This design comes from an exercise in tuning for small area, a short achievable clock period and few clock cycles per item on the open sky130 flow, not from production work. In this exercise RTL edits were held to simulation tests only and were not proved equivalent to the original.

==> v27 <==
==> flow/design.v <==
module maxmin (
  input  [7:0] a,
  input  [7:0] b,
  output [7:0] hi,
  output [7:0] lo
);
  wire s = a[6:0] > b[6:0];
  wire sel = (a[7] ^ b[7]) ? a[7] : s;
  assign hi[7]   = a[7] | b[7];
  assign lo[7]   = a[7] & b[7];
  assign hi[6:0] = sel ? a[6:0] : b[6:0];
  assign lo[6:0] = sel ? b[6:0] : a[6:0];
endmodule
module sorter_top (
  input              clk,
  input              rst,
  input              in_valid,
  input      [79:0]  in_list,
  output reg         out_valid,
  output reg [79:0]  out_list
);
  wire [7:0] s0 [0:9];
  wire [7:0] s1 [0:9];
  wire [7:0] s2 [0:9];
  wire [7:0] s3 [0:9];
  wire [7:0] s4 [0:9];
  reg  [7:0] r4 [0:9];
  wire [7:0] s5 [0:9];
  wire [7:0] s6 [0:9];
  wire [7:0] s7 [0:9];
  wire [7:0] s8 [0:9];
  genvar g;
  generate
    for (g = 0; g < 10; g = g + 1) begin : io
      assign s0[g] = in_list[8*g +: 8];
      always @(posedge clk) r4[g] <= s4[g];
      always @(*) out_list[8*g +: 8] = s8[g];
    end
  endgenerate
  always @(posedge clk) begin
    if (rst) out_valid <= 1'b0;
    else     out_valid <= in_valid;
  end
  maxmin c1a (s0[0], s0[8], s1[0], s1[8]);
  maxmin c1b (s0[1], s0[9], s1[1], s1[9]);
  maxmin c1c (s0[2], s0[7], s1[2], s1[7]);
  maxmin c1d (s0[3], s0[5], s1[3], s1[5]);
  maxmin c1e (s0[4], s0[6], s1[4], s1[6]);
  maxmin c2a (s1[0], s1[2], s2[0], s2[2]);
  maxmin c2b (s1[1], s1[4], s2[1], s2[4]);
  maxmin c2c (s1[5], s1[8], s2[5], s2[8]);
  maxmin c2d (s1[7], s1[9], s2[7], s2[9]);
  assign s2[3] = s1[3];
  assign s2[6] = s1[6];
  maxmin c3a (s2[0], s2[3], s3[0], s3[3]);
  maxmin c3b (s2[2], s2[4], s3[2], s3[4]);
  maxmin c3c (s2[5], s2[7], s3[5], s3[7]);
  maxmin c3d (s2[6], s2[9], s3[6], s3[9]);
  assign s3[1] = s2[1];
  assign s3[8] = s2[8];
  maxmin c4a (s3[0], s3[1], s4[0], s4[1]);
  maxmin c4b (s3[3], s3[6], s4[3], s4[6]);
  maxmin c4c (s3[8], s3[9], s4[8], s4[9]);
  assign s4[2] = s3[2];
  assign s4[4] = s3[4];
  assign s4[5] = s3[5];
  assign s4[7] = s3[7];
  maxmin c5a (r4[1], r4[5], s5[1], s5[5]);
  maxmin c5b (r4[2], r4[3], s5[2], s5[3]);
  maxmin c5c (r4[4], r4[8], s5[4], s5[8]);
  maxmin c5d (r4[6], r4[7], s5[6], s5[7]);
  assign s5[0] = r4[0];
  assign s5[9] = r4[9];
  maxmin c6a (s5[1], s5[2], s6[1], s6[2]);
  maxmin c6b (s5[3], s5[5], s6[3], s6[5]);
  maxmin c6c (s5[4], s5[6], s6[4], s6[6]);
  maxmin c6d (s5[7], s5[8], s6[7], s6[8]);
  assign s6[0] = s5[0];
  assign s6[9] = s5[9];
  maxmin c7a (s6[2], s6[3], s7[2], s7[3]);
  maxmin c7b (s6[4], s6[5], s7[4], s7[5]);
  maxmin c7c (s6[6], s6[7], s7[6], s7[7]);
  assign s7[0] = s6[0];
  assign s7[1] = s6[1];
  assign s7[8] = s6[8];
  assign s7[9] = s6[9];
  maxmin c8a (s7[3], s7[4], s8[3], s8[4]);
  maxmin c8b (s7[5], s7[6], s8[5], s8[6]);
  assign s8[0] = s7[0];
  assign s8[1] = s7[1];
  assign s8[2] = s7[2];
  assign s8[7] = s7[7];
  assign s8[8] = s7[8];
  assign s8[9] = s7[9];
endmodule
==> flow/run.sh <==
#!/bin/bash
# synth_recipe.tcl (not shown) runs the flow's synth.tcl, then flattens the netlist and writes it again
# the make line also repeats each setting of config.mk as NAME=value (left out here)
make -C /OpenROAD-flow-scripts/flow DESIGN_CONFIG=/design/flow/config.mk WORK_HOME=/design/flow/orfs CLKGATE_MAP_FILE= SYNTH_SCRIPT=/design/flow/synth_recipe.tcl finish
==> flow/config.mk <==
export PLATFORM = sky130hd
export DESIGN_NAME = sorter_top
export DESIGN_NICKNAME = sorter_top
export VERILOG_FILES = /design/flow/design.v
export SDC_FILE = /design/flow/constraint.sdc
export NUM_CORES = 4
export LEC_CHECK = 0
export ABC_AREA = 1
export CAP_MARGIN = 20
export CORE_MARGIN = 2
export CORE_UTILIZATION = 40
export SLEW_MARGIN = 20
==> flow/constraint.sdc <==
create_clock -name core_clock -period 700.0 [get_ports {clk}]
set_input_delay 140.0000 -clock core_clock [delete_from_list [all_inputs] [get_ports {clk}]]
set_output_delay 140.0000 -clock core_clock [all_outputs]
set_load 0.01 [all_outputs]
==> v1: changes against v27 <==
--- a/flow/design.v
+++ b/flow/design.v
@@ -6,4 +6,11 @@
 );
-  wire s = a[6:0] > b[6:0];
-  wire sel = (a[7] ^ b[7]) ? a[7] : s;
+  wire [7:0] c;
+  assign c[0] = a[0] & ~b[0];
+  genvar i;
+  generate
+    for (i = 1; i < 7; i = i + 1) begin : g
+      assign c[i] = (a[i] & ~b[i]) | (a[i] & c[i-1]) | (~b[i] & c[i-1]);
+    end
+  endgenerate
+  wire sel = (a[7] ^ b[7]) ? a[7] : c[6];
   assign hi[7]   = a[7] | b[7];
==> flow/flow/run.sh (new file) <==
#!/bin/bash
# Own flow: the standard layout, with two changes.
#  * synthesis: the standard flow's script with a different ABC script (flow/pre_synth.tcl)
#  * port buffers: buffer_ports uses buf_1 instead of the cell it picks itself
# Everything else (floorplan, power grid, placement, CTS, routing) is standard.sh.
set -euo pipefail
W=$(pwd)
cat "$W/flow/pre_synth.tcl" "$W/synth_recipe.tcl" > "$W/own_synth.tcl"
sed "s#synth_recipe\.tcl#own_synth.tcl#g" "$W/standard.sh" > "$W/own_standard.sh"
grep -q own_synth.tcl "$W/own_standard.sh"
export OWN_ABC_SCRIPT="$W/flow/abc.script"
export BUFFER_PORTS_ARGS="-buffer_cell sky130_fd_sc_hd__buf_1"
bash "$W/own_standard.sh" > "$W/make.log" 2>&1
==> flow/flow/abc.script (new file) <==
strash
dc2
dch -f
amap
==> flow/flow/pre_synth.tcl (new file) <==
# Prepended to the standard flow's synthesis script: the same synthesis, except that ABC maps
# with flow/abc.script instead of ORFS's area script, and the adder-extraction
# step (extract_fa) is skipped, so ABC sees the comparators as plain logic.
proc abc {args} {
  set i [lsearch -exact $args -script]
  if { $i >= 0 } {
    lset args [expr {$i + 1}] $::env(OWN_ABC_SCRIPT)
  }
  yosys abc {*}$args
}
unset -nocomplain ::env(ADDER_MAP_FILE)
==> flow/standard.sh (new file) <==
#!/bin/bash
# synth_recipe.tcl (not shown) runs the flow's synth.tcl, then flattens the netlist and writes it again
# the make line also repeats each setting of config.mk as NAME=value (left out here)
make -C /OpenROAD-flow-scripts/flow DESIGN_CONFIG=/design/flow/config.mk WORK_HOME=/design/flow/orfs CLKGATE_MAP_FILE= SYNTH_SCRIPT=/design/flow/synth_recipe.tcl "${@:-finish}"
removed: flow/run.sh
==> comparison <==
Of v27 and v1, v1 has the higher global-route usage (gap 2.4 points).
In v1 the worst hold slack is lower than in v27, by 0.37 ns.
In v1 the first-iteration DRC count is lower than in v27, by about 20%.
Against v1, the non-clock buffer count of v27 is lower by 16.
In v1 the routed wire length is lower than in v27, by 34%.
==> figures <==
metric                                                                       v1                       v27
Growth of design area from synthesis to finish                           18.08%                    15.84%
Most common cell on crit path                          sky130_fd_sc_hd__o21ai_0  sky130_fd_sc_hd__nand2_1
Most area-hungry cell type in the Yosys netlist        sky130_fd_sc_hd__o22ai_1  sky130_fd_sc_hd__nand2_1
Pre-CTS WS                                                            550.44 ns                 552.37 ns
Overall Global Routing Usage                                             25.28%                    22.91%
Final HPWL DP                                                          22390 um                  35580 um
Logic depth of the worst setup path including buffers                        46                        38
Critical path destination                                          out_list[32]              out_list[36]
Tcrit/Tclk final                                                         21.37%                    21.11%
Outcome                                                 complete, no violations   complete, no violations
Relative slew margins                                                    30.23%                    35.05%
Testbench counts of v27, summed over its fixed seeds: cycles 16,000, items 16,000.
Testbench counts of v1, summed over its fixed seeds: cycles 16,000, items 16,000.


==> inputs of v16 <==
sorter_top, a different RTL version from the one above (not shown whole).
// sorter_top
module sorter_top (
  input              clk,
  input              rst,
  input              in_valid,
  input      [79:0]  in_list,
  output reg         out_valid,
  output reg [79:0]  out_list
);
  wire [7:0] s0 [0:9];
  wire [7:0] s1 [0:9];
  wire [7:0] s2 [0:9];
  wire [7:0] s3 [0:9];
  wire [7:0] s4 [0:9];
  reg  [7:0] r4 [0:9];
  wire [7:0] s5 [0:9];
  wire [7:0] s6 [0:9];
  wire [7:0] s7 [0:9];
  wire [7:0] s8 [0:9];
  genvar g;
  generate
    for (g = 0; g < 10; g = g + 1) begin : io
      assign s0[g] = in_list[8*g +: 8];
      always @(posedge clk) r4[g] <= s4[g];
      always @(*) out_list[8*g +: 8] = s8[g];
    end
  endgenerate
  always @(posedge clk) begin
    if (rst) out_valid <= 1'b0;
    else     out_valid <= in_valid;
  end
  maxmin c1a (s0[0], s0[8], s1[0], s1[8]);
  maxmin c1b (s0[1], s0[9], s1[1], s1[9]);
  maxmin c1c (s0[2], s0[7], s1[2], s1[7]);
  maxmin c1d (s0[3], s0[5], s1[3], s1[5]);
  ...
==> module maxmin, before the edit <==
module maxmin (
  input  [7:0] a,
  input  [7:0] b,
  output [7:0] hi,
  output [7:0] lo
);
  wire [7:0] c;
  assign c[0] = a[0];
  genvar i;
  generate
    for (i = 1; i < 8; i = i + 1) begin : g
      assign c[i] = (a[i] & ~b[i]) | (a[i] & c[i-1]) | (~b[i] & c[i-1]);
    end
  endgenerate
  wire sel = c[7];
  assign hi[7]   = a[7] | b[7];
  assign lo[7]   = a[7] & b[7];
  assign hi[6:0] = sel ? a[6:0] : b[6:0];
  assign lo[6:0] = sel ? b[6:0] : a[6:0];
endmodule
Settings: LEC_CHECK=0, ABC_AREA=1, CAP_MARGIN=20, CORE_MARGIN=2, CORE_UTILIZATION=60, GPL_TIMING_DRIVEN=0, SLEW_MARGIN=20; clock period 700.0 ns.
standard.sh (not shown) runs the stock make flow with config.mk's settings and CLKGATE_MAP_FILE= SYNTH_SCRIPT=/design/flow/synth_recipe.tcl, a recipe that flattens the netlist after the stock synthesis.
==> flow/flow/run.sh <==
#!/bin/bash
# Own flow: the standard layout, with two changes.
#  * synthesis: the standard flow's script with a different ABC script (flow/pre_synth.tcl)
#  * port buffers: buffer_ports uses buf_1 instead of the cell it picks itself
#  * CTS: small clock buffers and no dummy loads
# Everything else (floorplan, power grid, placement, CTS, routing) is standard.sh.
set -euo pipefail
W=$(pwd)
cat "$W/flow/pre_synth.tcl" "$W/synth_recipe.tcl" > "$W/own_synth.tcl"
sed "s#synth_recipe\.tcl#own_synth.tcl#g" "$W/standard.sh" > "$W/own_standard.sh"
grep -q own_synth.tcl "$W/own_standard.sh"
export OWN_ABC_SCRIPT="$W/flow/abc.script"
export CTS_ARGS="-sink_clustering_enable -repair_clock_nets -dont_use_dummy_load -buf_list {sky130_fd_sc_hd__clkbuf_4 sky130_fd_sc_hd__clkbuf_8}"
export BUFFER_PORTS_ARGS="-buffer_cell sky130_fd_sc_hd__buf_1"
bash "$W/own_standard.sh" > "$W/make.log" 2>&1
==> flow/flow/abc.script <==
strash
dc2
dch -f
amap -F 10 -A 20 -C 5000
==> flow/flow/pre_synth.tcl <==
# Prepended to the standard flow's synthesis script: the same synthesis, except that ABC maps
# with flow/abc.script instead of ORFS's area script, and the adder-extraction
# step (extract_fa) is skipped, so ABC sees the comparators as plain logic.
proc abc {args} {
  set i [lsearch -exact $args -script]
  if { $i >= 0 } {
    lset args [expr {$i + 1}] $::env(OWN_ABC_SCRIPT)
  }
  yosys abc {*}$args
}
unset -nocomplain ::env(ADDER_MAP_FILE)
==> v4 (differences from v16) <==
--- a/flow/design.v
+++ b/flow/design.v
@@ -5,14 +5,14 @@
   output [7:0] lo
 );
   wire [7:0] c;
-  assign c[0] = a[0];
+  assign c[0] = a[0] & ~b[0];
   genvar i;
   generate
-    for (i = 1; i < 8; i = i + 1) begin : g
+    for (i = 1; i < 7; i = i + 1) begin : g
       assign c[i] = (a[i] & ~b[i]) | (a[i] & c[i-1]) | (~b[i] & c[i-1]);
     end
   endgenerate
-  wire sel = c[7];
+  wire sel = (a[7] ^ b[7]) ? a[7] : c[6];
   assign hi[7]   = a[7] | b[7];
   assign lo[7]   = a[7] & b[7];
   assign hi[6:0] = sel ? a[6:0] : b[6:0];
- GPL_TIMING_DRIVEN: 0 -> 1
==> report_table.html <==
<table>
<tr><th>Metric</th><th>Value</th></tr>
<tr><th colspan="2">Global route</th></tr>
<tr><td>Wire length of the first global-routing pass</td><td>38630 um</td></tr>
<tr><th colspan="2">Layout</th></tr>
<tr><td>Seq/total area</td><td>18.58%</td></tr>
<tr><td>Area growth from synthesis to final layout</td><td>13.34%</td></tr>
<tr><td>Non-clock buffering overhead in the final layout</td><td>7.699%</td></tr>
<tr><td>Final instance area</td><td>8727 um^2</td></tr>
<tr><th colspan="2">Route</th></tr>
<tr><td>Met2 wire len</td><td>11290 um</td></tr>
<tr><th colspan="2">Status</th></tr>
<tr><td>Result of the run</td><td>timing/DRC/antenna clean</td></tr>
<tr><th colspan="2">Timing</th></tr>
<tr><td>Least-Margin Pin Slew</td><td>1.062 ns</td></tr>
<tr><th colspan="2">Synthesis</th></tr>
<tr><td>Netlist area before placement</td><td>7700 um^2</td></tr>
<tr><th colspan="2">Floorplan</th></tr>
<tr><td>Die area</td><td>13760 um^2</td></tr>
</table>
Source of the figures above: v4

==> report_table.html <==
<table>
<tr><th>Metric</th><th>Value</th></tr>
<tr><th colspan="2">Layout</th></tr>
<tr><td>Area growth from synthesis to final layout</td><td>13.36%</td></tr>
<tr><td>Seq/total area</td><td>18.96%</td></tr>
<tr><th colspan="2">Floorplan</th></tr>
<tr><td>Die area</td><td>13490 um^2</td></tr>
<tr><th colspan="2">Status</th></tr>
<tr><td>Result of the run</td><td>timing/DRC/antenna clean</td></tr>
<tr><th colspan="2">Synthesis</th></tr>
<tr><td>Netlist area before placement</td><td>7546 um^2</td></tr>
<tr><th colspan="2">Route</th></tr>
<tr><td>Met2 wire len</td><td>11570 um</td></tr>
</table>
Source of the figures above: v16

Testbench counts of v16, summed over its fixed seeds: cycles 16,000, items 16,000.
Testbench counts of v4, summed over its fixed seeds: cycles 16,000, items 16,000.

-- separate check: timing with driven ports --
No port has a modelled driver above. Below, the same layouts with a new extraction and two added sets of constraints.
Step 1 assumes that a clkbuf_16 drives the clock port and a buf_2 every other input.
Step 2 also shifts input and output timing later by t, the mid clock arrival at the registers, as if the neighbouring blocks saw the same clock.
a / b / c = ideal ports / drivers / drivers and shift; a / b = the first two.
run	t (ns)	setup slack, ns	worst setup path at the end
v27	0.382	552.197 / 552.151 / 552.236	input to register
v1	0.380	550.410 / 550.366 / 550.530	input to register
v16	0.373	548.721 / 548.686 / 549.059	register to output
v4	0.380	548.933 / 548.899 / 549.279	register to output
After both steps setup and hold are still met in every run listed.
